Background: an optimization exercise with open tools, aiming at small area and a short achievable clock period. Do not read the settings as production practice.
Function was checked by simulation only, so behaviour that the tests miss may differ from the original.

==> inputs of quartz <==
## GPPM
module GPPM(
    input clk,
    input [3:0] raddr1,
    input [3:0] raddr2,
    input wen,
    input [3:0] waddr,
    input wdsrc,
    input [3:0] func,
    input [31:0] constant,
    output isZero,
    output [31:0] result
);
Settings: LEC_CHECK=0, ABC_AREA=1, CAP_MARGIN=20, CORE_MARGIN=2, CORE_UTILIZATION=35, SLEW_MARGIN=20; clock period 125.0 ns.
run.sh (not shown) runs the stock make flow with config.mk's settings and CLKGATE_MAP_FILE= SYNTH_SCRIPT=/design/flow/synth_recipe.tcl, a recipe that flattens the netlist after the stock synthesis.
==> amber (differences from quartz) <==
--- a/flow/design.v
+++ b/flow/design.v
@@ -24,19 +24,29 @@
     end endgenerate
     wire [31:0] prod;
     MUL mul (.a(a), .b(b), .p(prod));
     wire [31:0] quo;
     DIV div (.a(a), .b(b), .q(quo));
+    reg [3:0] tt;
+    always @(*) begin
+        case (func[1:0])
+            2'd0: tt = 4'b1000;    
+            2'd1: tt = 4'b1110;    
+            2'd2: tt = 4'b0110;    
+            default: tt = 4'b0011;  
+        endcase
+    end
+    wire [31:0] lu;
+    generate for (gi = 0; gi < 32; gi = gi + 1) begin : lut
+        assign lu[gi] = tt[{a[gi], b[gi]}];
+    end endgenerate
     reg [31:0] r;
     always @(*) begin
         case (func)
             4'd0, 4'd1: r = sum[31:0];
             4'd2: r = prod;
-            4'd4: r = a & b;
-            4'd5:  r = a | b;
-            4'd6: r = a ^ b;
-            4'd7: r = ~a;
+            4'd4, 4'd5, 4'd6, 4'd7: r = lu;
             4'd8: r = sh_rev;
             4'd9: r = sh_out;
             4'd10: r = {31'h0, lts};
             4'd11: r = {31'h0, ltu};
             default: r = 32'h0;
@@ -45,11 +55,12 @@
     wire isdiv = (func == 4'd3);
     assign res = isdiv ? quo : r;
     assign isZero = isdiv ? (ltu & (|b)) : ~|r;
 endmodule
 module DIV(input [31:0] a, input [31:0] b, output [31:0] q);
-wire [33:0] B1 = {2'b0,b}; wire [33:0] B2 = {1'b0,b,1'b0}; wire [33:0] B3 = B1 + B2;
+wire [33:0] B1 = {2'b0,b}; wire [33:0] B2 = {1'b0,b,1'b0}; wire [33:0] B3;
+RADD #(33) b3 (.x(B1[32:0]), .y(B2[32:0]), .ci(1'b0), .s(B3[32:0]), .co(B3[33]));
 wire [1:0] p15 = a[31:30];
 wire t1 = p15[0] ^ B1[0];
 wire t2 = p15[1] ^ B1[1];
 wire t3 = t2 | t1;
 wire t4 = t2 ? p15[1] : p15[0];
Settings changed: CAP_MARGIN 20 to 70, SLEW_MARGIN 20 to 70.
==> notes.md <==
amber passed the timing, DRC and antenna checks. quartz completed without violations. Cell area: amber is higher than quartz (1.7%). Fmax: amber is higher than quartz (2.2%). In amber the sequential share of layout area is lower than in quartz, by 0.25 points. Against amber, the die area of quartz is larger by 0.88%. In amber the wire length is higher than in quartz, by about 9%. In sequential cell count, quartz and amber do not differ. Against amber, the synthesized cell count of quartz is larger by about 0.7%. In clock skew, amber and quartz hardly differ. Between amber and quartz, the lower utilization is in quartz (gap 0.80 points).
==> figures <==
metric	amber	quartz
Logic inverters	1470	1588
Clock network latency to the later pin of the worst-skew pair	640 ps	620 ps
Fin Clk Skew	45.1 ps	45.1 ps
Seq/total area	0.145	0.148
Post-Synthesis Mean Instance Area	6.68 µm²	6.69 µm²
Layout cell share with drive strength beyond 1	0.216	0.214
Hold-critical path depth	12	10
Worst reg-to-reg setup slack	93040 ps	91310 ps
Status	timing/DRC/antenna clean	timing/DRC/antenna clean
Placement Cell Area	104000 µm²	103000 µm²
Number of violations reported at the end of detailed-routing iteration 0	13900	12000
Core region area	282000 µm²	283000 µm²
Worst-case hold slack	2000 ps	2310 ps
Total Die Area	287000 µm²	289000 µm²
Global-route usage over all layers	0.313	0.285
Fraction of the mapped netlist area in simple logic gates	0.457	0.449
Synth Area in Adders	0.0783	0.0826
Layout-to-synthesis area ratio	1.073x	1.045x
Achievable Freq	0.0120 GHz	0.0118 GHz
Met2 track demand over resource in global routing	0.456	0.434
Number of nets in the synthesized netlist	15300	15500


==> 04-28 <==
GPPM again, from the RTL that the note above started with.
==> module ALU, before the edit <==
module ALU(
    input [31:0] a,
    input [31:0] b,
    input [3:0] func,
    output [31:0] res,
    output isZero
);
    wire        sub = (func != 4'd0);
    wire [32:0] sum;
    RADD #(32) add (.x(a), .y(b ^ {32{sub}}), .ci(sub), .s(sum[31:0]), .co(sum[32]));
    wire        ltu = ~sum[32];
    wire        lts = (a[31] ^ b[31]) ? a[31] : sum[31];
    wire [31:0] a_rev;
    genvar gi;
    generate for (gi = 0; gi < 32; gi = gi + 1) begin : rev
        assign a_rev[gi] = a[31-gi];
    end endgenerate
    wire        shl = ~func[0];
    wire [31:0] sh_in = shl ? a_rev : a;
    wire [31:0] sh_out = (|b[31:5]) ? 32'h0 : (sh_in >> b[4:0]);
    wire [31:0] sh_rev;
    generate for (gi = 0; gi < 32; gi = gi + 1) begin : rev2
        assign sh_rev[gi] = sh_out[31-gi];
    end endgenerate
    wire [31:0] prod;
    MUL mul (.a(a), .b(b), .p(prod));
    wire [31:0] quo;
    DIV div (.a(a), .b(b), .q(quo));
    reg [31:0] r;
    always @(*) begin
        case (func)
            4'd0, 4'd1: r = sum[31:0];
            4'd2: r = prod;
            4'd4: r = a & b;
            4'd5:  r = a | b;
            4'd6: r = a ^ b;
            4'd7: r = ~a;
            4'd8: r = sh_rev;
            4'd9: r = sh_out;
            4'd10: r = {31'h0, lts};
            4'd11: r = {31'h0, ltu};
            default: r = 32'h0;
        endcase
    end
    wire isdiv = (func == 4'd3);
    assign res = isdiv ? quo : r;
    assign isZero = isdiv ? (ltu & (|b)) : ~|r;
endmodule
Settings: LEC_CHECK=0, ABC_AREA=1, CAP_MARGIN=20, CORE_MARGIN=2, CORE_UTILIZATION=35, PLACE_DENSITY=0.7, SLEW_MARGIN=20; clock period 125.0 ns.
==> 07-11: changes against 04-28 <==
--- a/flow/design.v
+++ b/flow/design.v
@@ -26,15 +26,25 @@
     MUL mul (.a(a), .b(b), .p(prod));
     wire [31:0] quo;
     DIV div (.a(a), .b(b), .q(quo));
+    reg [3:0] tt;
+    always @(*) begin
+        case (func[1:0])
+            2'd0: tt = 4'b1000;    
+            2'd1: tt = 4'b1110;    
+            2'd2: tt = 4'b0110;    
+            default: tt = 4'b0011;  
+        endcase
+    end
+    wire [31:0] lu;
+    generate for (gi = 0; gi < 32; gi = gi + 1) begin : lut
+        assign lu[gi] = tt[{a[gi], b[gi]}];
+    end endgenerate
     reg [31:0] r;
     always @(*) begin
         case (func)
             4'd0, 4'd1: r = sum[31:0];
             4'd2: r = prod;
-            4'd4: r = a & b;
-            4'd5:  r = a | b;
-            4'd6: r = a ^ b;
-            4'd7: r = ~a;
+            4'd4, 4'd5, 4'd6, 4'd7: r = lu;
             4'd8: r = sh_rev;
             4'd9: r = sh_out;
             4'd10: r = {31'h0, lts};
Settings changed: CAP_MARGIN 20 to 70, PLACE_DENSITY 0.7 to default, SLEW_MARGIN 20 to 70.
==> notes <==
Against 07-11, the register-to-register slack of 04-28 is lower by 2.5 ns.
Via count: 07-11 is higher than 04-28 (0.73%).
Between 04-28 and 07-11, the lower die area is in 07-11 (gap about 0.9%, measured against 07-11).
Routed wire length: 04-28 is smaller than 07-11 (10%).
Sequential cell count is the same in 04-28 and 07-11.
==> figures <==
Worst setup skew after layout: 04-28 0.0353 ns; 07-11 0.0745 ns
Clock network share of area: 04-28 0.0161; 07-11 0.0153
Met2 wire length: 04-28 173000 um; 07-11 188000 um
Status: 04-28 timing/DRC/antenna clean; 07-11 timing/DRC/antenna clean
Post-synth net total: 04-28 15500; 07-11 15200
Fraction of area in registers: 04-28 0.147; 07-11 0.144
Xor and xnor fraction of the mapped netlist area: 04-28 0.0620; 07-11 0.0647
Buffer share of cell area: 04-28 0.0268; 07-11 0.0487
Detail Placement HPWL: 04-28 309000 um; 07-11 348000 um
Global-route met3 utilization: 04-28 0.0732; 07-11 0.0824

[port drivers added, routing unchanged]
How much do the figures lean on ideal ports? The routed layouts below were timed once more, with nothing changed but the port constraints.
Step 1 sets driving cells, clkbuf_16 on the clock port and buf_2 on the other inputs (assumed; they add their load-dependent delay and slew).
Step 2, shift: input delay + t, output delay - t, t = (earliest + latest rising clock arrival at the registers) / 2. This alone moves slack from input paths to output paths.
Three values: ideal, step 1, step 2; two values: the first two.
run | t (ns) | setup WS [ns] | worst setup path after step 2 | latest minus earliest clock arrival (ns) | pins driven straight from the clock port
quartz | 0.663 | 39.993 / 39.956 / 39.956 | input to output | 0.046 / 0.045 | 1
amber | 0.669 | 41.840 / 41.817 / 41.817 | input to output | 0.045 / 0.045 | 1
04-28 | 0.674 | 40.045 / 40.002 / 40.002 | input to output | 0.036 / 0.035 | 1
07-11 | 0.660 | 42.577 / 42.550 / 42.550 | input to output | 0.075 / 0.074 | 1
After both steps every run listed still meets setup and hold. For 04-28, which loses most, drivers alone change the setup slack by -0.043 ns; drivers and shift together by -0.043 ns.
